From an optimization exercise on the open Yosys and OpenROAD flow, aimed at small area, a short achievable clock period and few clock cycles per item; shortcuts taken in it are not production practice.
Only simulation tests tie the RTL to the original design; equivalence was not proved.

Design WD, start of the top module:
module WD(
    clk,
    rst_n,
    in_valid,
    keyboard,
    answer,
    weight,
    match_target,
    out_valid,
    result,
    out_value
);
export LEC_CHECK = 0
export CAP_MARGIN = 20
export CORE_MARGIN = 2
export CORE_UTILIZATION = 40
export PLACE_DENSITY = 0.6
export SETUP_SLACK_MARGIN = 5
export SLEW_MARGIN = 20
create_clock -name core_clock -period 12.0 [get_ports {clk}]
run.sh (not shown) runs the stock make flow with config.mk's settings and CLKGATE_MAP_FILE= SYNTH_SCRIPT=/design/flow/synth_recipe.tcl, a recipe that flattens the netlist after the stock synthesis.
The starting point finished with timing, DRC and antenna clean.
Testbench counts at the start, summed over its fixed seeds: cycles 2,236, items 48.
Next try:
--- a/flow/config.mk
+++ b/flow/config.mk
@@ -12 +11,0 @@
-export SETUP_SLACK_MARGIN = 5
Cell area drops by about 13%.
Critical path depth shrinks by 1.
Synthesized cell count stays the same.
Global-route usage fell by 2.5 points.
Fmax goes down by about 17%.
Clock skew stays flat.


## red
Another version of the RTL of WD (not shown whole).
For scale: ~4900 cells after synthesis, about 240 flip-flops, roughly 37 I/O pins, roughly 31000 um2 of cells after synthesis.
// WD
module WD(
    clk,
    rst_n,
    in_valid,
    keyboard,
    answer,
    weight,
    match_target,
    out_valid,
    result,
    out_value
);
make LEC_CHECK=0 ABC_AREA=1 CAP_MARGIN=20 CORE_MARGIN=2 CORE_UTILIZATION=40 PLACE_DENSITY=0.6 SETUP_SLACK_MARGIN=5 SLEW_MARGIN=20 finish   # period 12.0 ns
red | status: complete | timing, DRC, antenna: pass
Testbench counts of red, summed over its fixed seeds: cycles 2,236, items 48.
### red -> blue
Settings: swapping 5 for 3 in SETUP_SLACK_MARGIN.
--- outcome ---
Post-route worst setup slack for blue is lower than for red.
Against red, blue comes in 0.75 points higher on sequential share of cell area.
In the reports for red and blue, the larger overall routed net length belongs to red.
Re sequential cell count: no difference whatsoever between red and blue.
[inputs] green vs blue
Settings: SETUP_SLACK_MARGIN changed from 3 to 2; ABC_AREA removed (was 1).
--- outcome ---
- The cell count in green sits about 13% below the value recorded for blue.
- Relative to blue, growth of design area from synthesis to finish has decreased by 0.53 points in green.
- Against blue, green comes in 0.42 points lower on final core area utilization.
- Going from blue to green, count of plain and timing-repair buffers in the layout climbed 21%; area of all placed cells without fillers climbed 4.4%; routed wire length climbed 15000 um.
- Gate count after technology mapping, blue and green: smaller value in green


Setup of wip/lagoon:
WD, a different RTL version from the one above (not shown whole).
For scale: about 4800 cells after synthesis, ~240 flip-flops, ~37 I/O pins.
Settings: LEC_CHECK=0, ABC_AREA=1, CAP_MARGIN=5, CORE_MARGIN=2, CORE_UTILIZATION=40, PLACE_DENSITY=0.6, SETUP_SLACK_MARGIN=4.5, SLEW_MARGIN=5; clock period 12.0 ns.
wip/lagoon has completed all stages; timing, DRC and antenna checks passed.
Testbench counts of wip/lagoon, summed over its fixed seeds: cycles 2,236, items 48.
Inputs modified between wip/lagoon and wip/delta:
# wip/lagoon
export LEC_CHECK = 0
export ABC_AREA = 1
export CAP_MARGIN = 5
export CORE_MARGIN = 2
export CORE_UTILIZATION = 40
export PLACE_DENSITY = 0.6
export SETUP_SLACK_MARGIN = 4.5
export SLEW_MARGIN = 5
create_clock -name core_clock -period 12.0 [get_ports {clk}]
# wip/delta
export LEC_CHECK = 0
export ABC_AREA = 1
export CAP_MARGIN = 20
export CORE_MARGIN = 2
export CORE_UTILIZATION = 40
export PLACE_DENSITY = 0.6
export SETUP_SLACK_MARGIN = 4
export SLEW_MARGIN = 20
create_clock -name core_clock -period 12.0 [get_ports {clk}]
==> comparison <==
When wip/delta is set beside wip/lagoon, its fraction of area in registers turns out to be 0.25 points larger. The count of instances resized after the clock tree is built reported for wip/delta is smaller than that of wip/lagoon by 48. Count of cell instances traversed by the critical path grows by a few percent when moving from wip/lagoon to wip/delta. As far as portion of the layout cell area used by clock cells is concerned, wip/delta and wip/lagoon perform about the same. Side by side, smallest hold slack turned out higher in wip/delta than in wip/lagoon.
> inputs changed (wip/delta -> wip/cedar)
# wip/delta
export LEC_CHECK = 0
export ABC_AREA = 1
export CAP_MARGIN = 20
export CORE_MARGIN = 2
export CORE_UTILIZATION = 40
export PLACE_DENSITY = 0.6
export SETUP_SLACK_MARGIN = 4
export SLEW_MARGIN = 20
create_clock -name core_clock -period 12.0 [get_ports {clk}]
# wip/cedar
export LEC_CHECK = 0
export ABC_AREA = 1
export CAP_MARGIN = 5
export CORE_MARGIN = 2
export CORE_UTILIZATION = 40
export PLACE_DENSITY = 0.6
export SETUP_SLACK_MARGIN = 4
export SLEW_MARGIN = 5
create_clock -name core_clock -period 12.0 [get_ports {clk}]
## What came out
- Comparing wip/cedar with wip/delta, the placed cell count came out essentially unchanged.
- Taking wip/delta as the reference, in wip/cedar distinct cell type count of the synthesized netlist did not really move; first-iteration DRC count went down; setup slack went up; via count of the first global-routing pass did not really move; utilization did not really move.
- Re number of buffer and inverter instances along the worst setup path: wip/cedar is 2 down on wip/delta.

==> port drivers added, routing unchanged <==
In the flow no input, the clock included, has a driving cell. The finished layouts below were timed again as built, in two steps. Step 1 sets driving cells, clkbuf_16 on the clock port and buf_2 on the other inputs (assumed; they add their load-dependent delay and slew). Step 2 also shifts input and output timing later by t, the mid clock arrival at the registers, as if the neighbouring blocks saw the same clock. Slacks: ideal ports / drivers / drivers and shift; pairs: ideal ports / drivers.
| run | t, ns | setup WS [ns] | worst setup path after step 2 | latest minus earliest clock arrival (ns) | worst slew at a driven data input, ns |
|---|---|---|---|---|---|
| the first run of note 1 | 0.631 | 3.563 / 3.563 / 3.563 | register to register | 0.032 / 0.031 | 0.03 |
| the second run of note 1 | 0.633 | 1.829 / 1.829 / 1.829 | register to register | 0.031 / 0.031 | 0.03 |
| red | 0.686 | 4.138 / 4.138 / 4.138 | register to register | 0.021 / 0.021 | 0.06 |
| blue | 0.617 | 3.583 / 3.583 / 3.583 | register to register | 0.049 / 0.049 | 0.08 |
| green | 0.643 | 2.275 / 2.275 / 2.275 | register to register | 0.032 / 0.032 | 0.05 |
| wip/lagoon | 0.680 | 4.454 / 4.454 / 4.454 | register to register | 0.049 / 0.049 | 0.08 |
| wip/delta | 0.668 | 4.230 / 4.230 / 4.230 | register to register | 0.024 / 0.024 | 0.08 |
| wip/cedar | 0.678 | 4.249 / 4.249 / 4.249 | register to register | 0.052 / 0.052 | 0.08 |
After both steps every run listed still meets setup and hold.
